Source: an optimization exercise on an open RTL-to-GDS flow (aim: small area, a short achievable clock period and few clock cycles per item). Production flows keep margins and buffers that such runs may drop. RTL that was checked went through simulation tests only; none was proved equivalent to the original. Power figures rest on the tool's default switching activity, not on a simulated workload.

==> flow/design.v (excerpt) <==
module kadai4 (
    input CLK,
    input RST,
    input [7:0] A,
    input [7:0] B,
    input ACK,
    input START,
    input HALT,
    output [15:0] X,
    output X_VALID,
    output REQ_AB
);
localparam  S_IDLE = 2'd0,
            S_INPUT = 2'd1,
            S_OUTPUT = 2'd2;
reg [15:0] r0, r1, r2, r3, r4, r5, r6, r7;
reg [24:0] e;
reg [1:0] st;
reg [2:0] cnt;       
reg [2:0] w;         
reg req;
reg vld;
wire abort = RST | HALT;
wire acc = req & ACK;
wire [24:0] part;
wire [15:0] prod;
mult_s1 ml1 (
    .a(r5[15:8]),
    .b(r5[7:0]),
    .e(part)
);
mult_s2 ml2 (
    .a(r6[15:8]),
    .b(r6[7:0]),
    .e(e),
    .x(prod)
);
always @(posedge CLK) begin
    r0 <= acc ? {A, B} : r6;
    r1 <= r0;
    r2 <= r1;
    r3 <= r2;
    r4 <= r3;
    r5 <= r4;
    r6 <= r5;
    e <= part;
    r7 <= prod;
end
always @(posedge CLK) begin
    if (abort) begin
        st <= S_IDLE;
        req <= 1'b0;
        vld <= 1'b0;
    end else begin
        case (st)
            S_IDLE:
  ...
export LEC_CHECK = 0
export ABC_CLOCK_PERIOD_IN_PS = 2000
export CAP_MARGIN = 20
export CORE_MARGIN = 2
export CORE_UTILIZATION = 40
export CTS_BUF_LIST = sky130_fd_sc_hd__clkbuf_8
export CTS_CLUSTER_DIAMETER = 100
export CTS_CLUSTER_SIZE = 30
export SETUP_SLACK_MARGIN = 3.0
export SLEW_MARGIN = 20
create_clock -name core_clock -period 5.0 [get_ports {CLK}]
run.sh (not shown) runs the stock make flow with config.mk's settings and CLKGATE_MAP_FILE= SYNTH_SCRIPT=/design/flow/synth_recipe.tcl, a recipe that flattens the netlist after the stock synthesis.
Testbench counts at the start, summed over its fixed seeds: cycles 3,264, items 1,536.
==> next run, changes <==
==> flow/flow/run.sh (new file) <==
#!/bin/bash
# The standard layout, with Yosys's full-adder extraction left out: the adder
# trees are mapped by ABC from plain gates instead of sky130 fa/ha cells.
set -euo pipefail
bash standard.sh ADDER_MAP_FILE= finish > flow.log 2>&1
==> flow/standard.sh (new file) <==
#!/bin/bash
# synth_recipe.tcl (not shown) runs the flow's synth.tcl, then flattens the netlist and writes it again
# the make line also repeats each setting of config.mk as NAME=value (left out here)
make -C /OpenROAD-flow-scripts/flow DESIGN_CONFIG=/design/flow/config.mk WORK_HOME=/design/flow/orfs CLKGATE_MAP_FILE= SYNTH_SCRIPT=/design/flow/synth_recipe.tcl "${@:-finish}"
ABC_CLOCK_PERIOD_IN_PS = 1500   (was 2000)
removed: flow/run.sh
Worst setup slack gains 220 ps.
Clock-buffer cell count came out higher by 3.
Power climbs by a little under a tenth.
Cell count came out higher by a quarter to a third.
Clock skew decreases by 3.5 ps.
Combinational power climbs by a quarter to a third.
Cell area increases by roughly a tenth.
Fmax climbs by roughly a tenth.
==> next run, changes <==
==> flow/run.sh (new file) <==
#!/bin/bash
# synth_recipe.tcl (not shown) runs the flow's synth.tcl, then flattens the netlist and writes it again
# the make line also repeats each setting of config.mk as NAME=value (left out here)
make -C /OpenROAD-flow-scripts/flow DESIGN_CONFIG=/design/flow/config.mk WORK_HOME=/design/flow/orfs CLKGATE_MAP_FILE= SYNTH_SCRIPT=/design/flow/synth_recipe.tcl finish
ABC_AREA = 1   (was unset)
ABC_CLOCK_PERIOD_IN_PS = 2000   (was 1500)
removed: flow/flow/run.sh
removed: flow/standard.sh
Outcome: The new run finished clean; clock power barely changes; combinational power went down by about 4%; count of clock-buffer cells in the layout is lower by 2; worst setup slack improves by 31 ps; via count goes down by 13%; cell area fell by 2.4%; wire length decreases by 8.5%.
==> next run, changes <==
==> flow/flow/run.sh (new file) <==
#!/bin/bash
# The standard layout, with Yosys's full-adder extraction left out: the adder
# trees are mapped by ABC from plain gates instead of sky130 fa/ha cells.
set -euo pipefail
bash standard.sh ADDER_MAP_FILE= finish > flow.log 2>&1
==> flow/standard.sh (new file) <==
#!/bin/bash
# synth_recipe.tcl (not shown) runs the flow's synth.tcl, then flattens the netlist and writes it again
# the make line also repeats each setting of config.mk as NAME=value (left out here)
make -C /OpenROAD-flow-scripts/flow DESIGN_CONFIG=/design/flow/config.mk WORK_HOME=/design/flow/orfs CLKGATE_MAP_FILE= SYNTH_SCRIPT=/design/flow/synth_recipe.tcl "${@:-finish}"
ABC_AREA = unset   (was 1)
removed: flow/run.sh
=> The new run passed the timing, design-rule and antenna checks. Hold slack barely changes. Sequential share of layout area fell by 1.1 points. Maximum frequency is lower by 1.5%. Routed wire length climbs by 9.2%.
==> next run, changes <==
==> flow/flow/run.sh (replaced) <==
#!/bin/bash
# The standard layout, with Yosys's full-adder extraction left out (the adder
# trees are mapped by ABC from plain gates instead of sky130 fa/ha cells),
# plain buffers on the ports, and no dummy loads in the clock tree.
set -euo pipefail
bash standard.sh ADDER_MAP_FILE= \
  "BUFFER_PORTS_ARGS=-buffer_cell sky130_fd_sc_hd__buf_2" \
  "CTS_ARGS=-sink_clustering_enable -repair_clock_nets -dont_use_dummy_load -sink_clustering_size 30 -sink_clustering_max_diameter 100 -buf_list sky130_fd_sc_hd__clkbuf_8" \
  finish > flow.log 2>&1
ABC_AREA = 1   (was unset)
The new run finished clean.
First-iteration DRC count went up by 3.3%.
Count of clock-buffer cells in the layout is lower by 3.
Core utilization drops by 2.5 points.
Synthesized cell count rose by 29%.

kadai4, a different RTL version from the one above (not shown whole).
Size in the first run: roughly 440 cells after synthesis, ~140 flip-flops, about 39 I/O pins.
Design kadai4, start of the top module:
module kadai4 (
    input CLK,
    input RST,
    input [7:0] A,
    input [7:0] B,
    input ACK,
    input START,
    input HALT,
    output [15:0] X,
    output X_VALID,
    output REQ_AB
);
==> flow/config.mk <==
export PLATFORM = sky130hd
export DESIGN_NAME = kadai4
export DESIGN_NICKNAME = kadai4
export VERILOG_FILES = /design/flow/design.v
export SDC_FILE = /design/flow/constraint.sdc
export NUM_CORES = 4
export LEC_CHECK = 0
export ABC_CLOCK_PERIOD_IN_PS = 2500
export CAP_MARGIN = 20
export CORE_MARGIN = 2
export CORE_UTILIZATION = 40
export SETUP_SLACK_MARGIN = 2.5
export SLEW_MARGIN = 20
==> flow/constraint.sdc <==
create_clock -name core_clock -period 5.0 [get_ports {CLK}]
set_input_delay 1.0000 -clock core_clock [delete_from_list [all_inputs] [get_ports {CLK}]]
set_output_delay 1.0000 -clock core_clock [all_outputs]
set_load 0.01 [all_outputs]
Stock flow here: none of the scripts above is used.
Next try:
- ABC_CLOCK_PERIOD_IN_PS: 2500 -> 2000
- SETUP_SLACK_MARGIN: 2.5 -> 2.0
Effect:
- critical path depth fell by 1
- core utilization is about the same
- hold slack is better by 0.0034 ns
- first-iteration DRC count fell by 12%
- clock-buffer cell count fell by 2
- sequential power is about the same
- routed wire length fell by 1.3%
- global-route usage fell by 0.24 points
- clock power barely changes
- setup slack is worse by 0.0093 ns
- via count stays flat
Function was not checked in any run of this note: the RTL went through the layout flow alone.

== the baseline ==
kadai4, a different RTL version from the one above (not shown whole).
Size: roughly 640 cells after synthesis, ~190 flip-flops, ~39 I/O pins, ~0.0065 mm2 of cells after synthesis.
export LEC_CHECK = 0
export ABC_AREA = 1
export ABC_CLOCK_PERIOD_IN_PS = 2000
export CAP_MARGIN = 20
export CORE_MARGIN = 2
export CORE_UTILIZATION = 40
export CTS_BUF_LIST = sky130_fd_sc_hd__clkbuf_8
export CTS_CLUSTER_DIAMETER = 100
export CTS_CLUSTER_SIZE = 30
export SETUP_SLACK_MARGIN = 3.0
export SLEW_MARGIN = 20
create_clock -name core_clock -period 5.0 [get_ports {CLK}]
standard.sh (not shown) runs the stock make flow with config.mk's settings and CLKGATE_MAP_FILE= SYNTH_SCRIPT=/design/flow/synth_recipe.tcl, a recipe that flattens the netlist after the stock synthesis.
==> flow/flow/run.sh <==
#!/bin/bash
# The standard layout, with plain buffers on the ports and no dummy loads in
# the clock tree.
set -euo pipefail
bash standard.sh \
  "BUFFER_PORTS_ARGS=-buffer_cell sky130_fd_sc_hd__buf_2" \
  "CTS_ARGS=-sink_clustering_enable -repair_clock_nets -dont_use_dummy_load -sink_clustering_size 30 -sink_clustering_max_diameter 100 -buf_list sky130_fd_sc_hd__clkbuf_8" \
  finish > flow.log 2>&1
The baseline reached the final stage; the timing, design-rule and antenna checks on its layout passed.
The following lists how the candidate was set up differently from the baseline:
==> flow/flow/run.sh <==
#!/bin/bash
# The standard layout, with Yosys's full-adder extraction left out (the adder
# trees are mapped by ABC from plain gates instead of sky130 fa/ha cells),
# plain buffers on the ports, and no dummy loads in the clock tree.
set -euo pipefail
bash standard.sh ADDER_MAP_FILE= \
  "BUFFER_PORTS_ARGS=-buffer_cell sky130_fd_sc_hd__buf_2" \
  "CTS_ARGS=-sink_clustering_enable -repair_clock_nets -dont_use_dummy_load -sink_clustering_size 30 -sink_clustering_max_diameter 100 -buf_list sky130_fd_sc_hd__clkbuf_8" \
  finish > flow.log 2>&1
==> comparison <==
- The candidate finished end to end and its layout was clean on timing, DRC and antenna.
- The minimum period implied by the final worst setup slack reported for the candidate is smaller than that of the baseline by 0.010 ns.
- Max overall die area across the candidate and the baseline: the candidate
- Looking at maximum frequency, the candidate sits about 0.5% higher than the baseline does.
Function was not checked in any run of this note: the RTL went through the layout flow alone.

Another version of the RTL of kadai4 (not shown whole).
Size: about 810 cells after synthesis, ~160 flip-flops, ~39 I/O pins, about 0.0062 mm2 of cells after synthesis.
==> flow/config.mk <==
export PLATFORM = sky130hd
export DESIGN_NAME = kadai4
export DESIGN_NICKNAME = kadai4
export VERILOG_FILES = /design/flow/design.v
export SDC_FILE = /design/flow/constraint.sdc
export NUM_CORES = 4
export LEC_CHECK = 0
export ABC_AREA = 1
export ABC_CLOCK_PERIOD_IN_PS = 2000
export CAP_MARGIN = 20
export CORE_MARGIN = 2
export CORE_UTILIZATION = 40
export CTS_BUF_LIST = sky130_fd_sc_hd__clkbuf_8
export CTS_CLUSTER_DIAMETER = 100
export CTS_CLUSTER_SIZE = 30
export SETUP_SLACK_MARGIN = 3.12
export SLEW_MARGIN = 20
==> flow/constraint.sdc <==
create_clock -name core_clock -period 5.0 [get_ports {CLK}]
set_input_delay 1.0000 -clock core_clock [delete_from_list [all_inputs] [get_ports {CLK}]]
set_output_delay 1.0000 -clock core_clock [all_outputs]
set_load 0.01 [all_outputs]
==> flow/flow/run.sh <==
#!/bin/bash
# The standard layout, with Yosys's full-adder extraction left out (the adder
# trees are mapped by ABC from plain gates instead of sky130 fa/ha cells),
# plain buffers on the ports, and no dummy loads in the clock tree.
set -euo pipefail
bash standard.sh ADDER_MAP_FILE= \
  "BUFFER_PORTS_ARGS=-buffer_cell sky130_fd_sc_hd__buf_2" \
  "CTS_ARGS=-sink_clustering_enable -repair_clock_nets -dont_use_dummy_load -sink_clustering_size 30 -sink_clustering_max_diameter 100 -buf_list sky130_fd_sc_hd__clkbuf_8" \
  finish > flow.log 2>&1
The first run completed without violations.
Change:
Settings changed: SETUP_SLACK_MARGIN 3.12 to 3.0.
Outcome: The changed run finished clean. Cell count drops by 0.95%. Cell area drops by 2.5%. Count of clock-buffer cells in the layout does not change. Critical path depth stays the same. Non-clock buffer count drops by 10.
No functional check of the RTL was part of any run of this note.

Another version of the RTL of kadai4 (not shown whole).
For scale: about 550 cells after synthesis, ~39 I/O pins, roughly 0.0063 mm^2 of cells after synthesis.
Settings: LEC_CHECK=0, ABC_CLOCK_PERIOD_IN_PS=2000, CAP_MARGIN=20, CORE_MARGIN=2, CORE_UTILIZATION=40, SETUP_SLACK_MARGIN=3.0, SLEW_MARGIN=20; clock period 5.0 ns.
run.sh (not shown) runs the stock make flow with config.mk's settings and CLKGATE_MAP_FILE= SYNTH_SCRIPT=/design/flow/synth_recipe.tcl, a recipe that flattens the netlist after the stock synthesis.
Stock flow here: none of the scripts above is used.
The first run completed with no timing, DRC or antenna violations.
Rerun with:
Settings changed: ABC_CLOCK_PERIOD_IN_PS 2000 to 2300, SETUP_SLACK_MARGIN 3.0 to 2.7.
Synthesized area stays the same.
Worst setup slack improved by 0.041 ns.
Count of clock-buffer cells in the layout fell by 1.
Critical path depth is unchanged.
Register-to-register slack improved by 0.04 ns.
Core utilization fell by 0.59 points.
Function was not checked in any run of this note: the RTL went through the layout flow alone.

Setup of job 1502:
Another version of the RTL of kadai4 (not shown whole).
==> flow/config.mk <==
export PLATFORM = sky130hd
export DESIGN_NAME = kadai4
export DESIGN_NICKNAME = kadai4
export VERILOG_FILES = /design/flow/design.v
export SDC_FILE = /design/flow/constraint.sdc
export NUM_CORES = 4
export LEC_CHECK = 0
export ABC_AREA = 1
export ABC_CLOCK_PERIOD_IN_PS = 2000
export CAP_MARGIN = 20
export CORE_MARGIN = 2
export CORE_UTILIZATION = 40
export CTS_BUF_LIST = sky130_fd_sc_hd__clkbuf_8
export CTS_CLUSTER_DIAMETER = 100
export CTS_CLUSTER_SIZE = 30
export SETUP_SLACK_MARGIN = 3.0
export SLEW_MARGIN = 20
==> flow/constraint.sdc <==
create_clock -name core_clock -period 5.0 [get_ports {CLK}]
set_input_delay 1.0000 -clock core_clock [delete_from_list [all_inputs] [get_ports {CLK}]]
set_output_delay 1.0000 -clock core_clock [all_outputs]
set_load 0.01 [all_outputs]
standard.sh (not shown) runs the stock make flow with config.mk's settings and CLKGATE_MAP_FILE= SYNTH_SCRIPT=/design/flow/synth_recipe.tcl, a recipe that flattens the netlist after the stock synthesis.
==> flow/flow/run.sh <==
#!/bin/bash
# The standard layout, with Yosys's full-adder extraction left out (the adder
# trees are mapped by ABC from plain gates instead of sky130 fa/ha cells),
# plain buffers on the ports, and no dummy loads in the clock tree.
set -euo pipefail
bash standard.sh ADDER_MAP_FILE= \
  "BUFFER_PORTS_ARGS=-buffer_cell sky130_fd_sc_hd__buf_2" \
  "CTS_ARGS=-sink_clustering_enable -repair_clock_nets -dont_use_dummy_load -sink_clustering_size 30 -sink_clustering_max_diameter 100 -root_buf sky130_fd_sc_hd__clkbuf_16 -buf_list sky130_fd_sc_hd__clkbuf_4" \
  finish > flow.log 2>&1
Job 1502 finished end to end and its layout was clean on timing, DRC and antenna.
Testbench counts of job 1502, summed over its fixed seeds: cycles 3,264, items 1,536.
diff inputs: job 1502 => job 7641
- swapping 3.0 for 3.2 in SETUP_SLACK_MARGIN
--- a/flow/flow/run.sh
+++ b/flow/flow/run.sh
@@ -6,4 +6,4 @@
 bash standard.sh ADDER_MAP_FILE= \
   "BUFFER_PORTS_ARGS=-buffer_cell sky130_fd_sc_hd__buf_2" \
-  "CTS_ARGS=-sink_clustering_enable -repair_clock_nets -dont_use_dummy_load -sink_clustering_size 30 -sink_clustering_max_diameter 100 -root_buf sky130_fd_sc_hd__clkbuf_16 -buf_list sky130_fd_sc_hd__clkbuf_4" \
+  "CTS_ARGS=-sink_clustering_enable -repair_clock_nets -dont_use_dummy_load -sink_clustering_size 30 -sink_clustering_max_diameter 100 -buf_list sky130_fd_sc_hd__clkbuf_8" \
   finish > flow.log 2>&1
==> notes.md <==
- From job 1502 to job 7641 the numbers moved as follows: power now larger; depth of the most critical reg-to-reg path has increased; final standard cell utilization of the core went up; worst hold slack across all endpoints went up by 0.015 ns; share of the final layout cell area in multi-input gates about even.
- Compared with job 1502, job 7641 shows a combinational share of power that is 1.2 points higher.
- Compared with job 1502, job 7641 shows a minimum setup slack in the final design that is 0.020 ns higher.
- Side by side, transition at the pin with the smallest max-transition slack turned out higher in job 7641 than in job 1502.
> inputs changed (job 7641 -> job 5357)
- a deleted ABC_AREA that had been 1
- a change of SETUP_SLACK_MARGIN from 3.2 to 3.0
==> notes.md <==
- Summary: with job 7641 as the reference, total met2 wirelength after detailed routing in job 5357 moved down by a few percent.
- Of job 7641 and job 5357, the run reporting the lower power in sequential cells was job 7641.
- Capturing element of the worst setup path: e[13]$_DFF_P_ -> job 5357, REQ_AB -> job 7641
- Comparing job 7641 and job 5357, floorplan die area is lower on job 5357.
- Taking job 7641 as 1.0, job 5357 lands at 0.850 on first-pass GRT wire length.
- Overall track demand over capacity in global routing for job 5357 is lower than for job 7641.
- Comparing job 5357 with job 7641, the clock latency at the later pin of the worst-skew pair came out essentially unchanged.
- Comparing job 5357 against job 7641, there is no change at all in buffer and inverter count on the worst path.
- Non-clock buffer total of the final layout for job 5357: 21 up relative to job 7641
- On mapped cell area, job 5357 does better than job 7641.
> inputs changed (job 5357 -> job 9121)
- putting ABC_AREA at 1 where nothing was set
- putting PLACE_DENSITY at 0.7 where nothing was set
- swapping 40 for 55 in CORE_UTILIZATION
Findings:
Every stage of the flow completed for job 9121, and the final layout passed the timing, design-rule and antenna checks. No stage failed in job 5357, and the final checks on the layout all came back clean. Comparing job 5357 against job 9121, there is no change at all in number of cells on the worst hold path. Global-route usage is higher on job 9121. Diff job 5357 -> job 9121: share of the clock period used by the worst path after layout shrank by 2.0 points, non-clock buffer count now smaller, final area has decreased.

## re-timing with driven ports
In the flow no input, the clock included, has a driving cell. The finished layouts below were timed again as built, in two steps.
Step 1, drivers: a clkbuf_16 drives CLK and a buf_2 each remaining input, both assumed.
Step 2 moves the port delays by t, midway between the first and last clock arrival at a register: inputs arrive t later, outputs are due t later. That takes back most of the time a late clock gives input paths.
a / b / c = ideal / step 1 / step 2; a / b = the first two.
run	t, ns	setup WS [ns]	hold WS [ns]
the first run of note 1	0.473	2.701 / 2.701 / 2.604	0.325 / 0.325 / 0.325
the second run of note 1	0.478	2.917 / 2.917 / 2.591	0.325 / 0.325 / 0.325
the third run of note 1	0.474	2.948 / 2.948 / 2.605	0.324 / 0.324 / 0.324
the fourth run of note 1	0.478	2.917 / 2.917 / 2.591	0.325 / 0.325 / 0.325
the fifth run of note 1	0.458	3.097 / 3.059 / 2.825	0.300 / 0.300 / 0.300
the first run of note 2	0.447	1.298 / 1.298 / 1.298	0.316 / 0.316 / 0.316
the second run of note 2	0.449	1.288 / 1.288 / 1.288	0.319 / 0.319 / 0.319
the baseline	0.460	3.061 / 3.027 / 2.941	0.324 / 0.324 / 0.324
the candidate	0.482	3.071 / 3.032 / 2.918	0.321 / 0.321 / 0.321
the first run of note 4	0.456	3.129 / 3.094 / 2.833	0.304 / 0.304 / 0.304
the second run of note 4	0.454	3.082 / 3.048 / 2.830	0.307 / 0.307 / 0.307
the first run of note 5	0.459	2.283 / 2.283 / 2.283	0.324 / 0.324 / 0.324
the second run of note 5	0.462	2.324 / 2.324 / 2.324	0.325 / 0.325 / 0.325
job 1502	0.395	3.080 / 3.039 / 2.850	0.309 / 0.309 / 0.309
job 7641	0.453	3.101 / 3.066 / 2.962	0.323 / 0.323 / 0.323
job 5357	0.470	2.983 / 2.983 / 2.818	0.316 / 0.316 / 0.316
job 9121	0.462	3.081 / 3.048 / 2.714	0.304 / 0.304 / 0.304
After both steps setup and hold are still met in every run listed. The setup slack of job 9121, which loses most, moves by -0.033 ns with the drivers and by -0.367 ns with both steps.
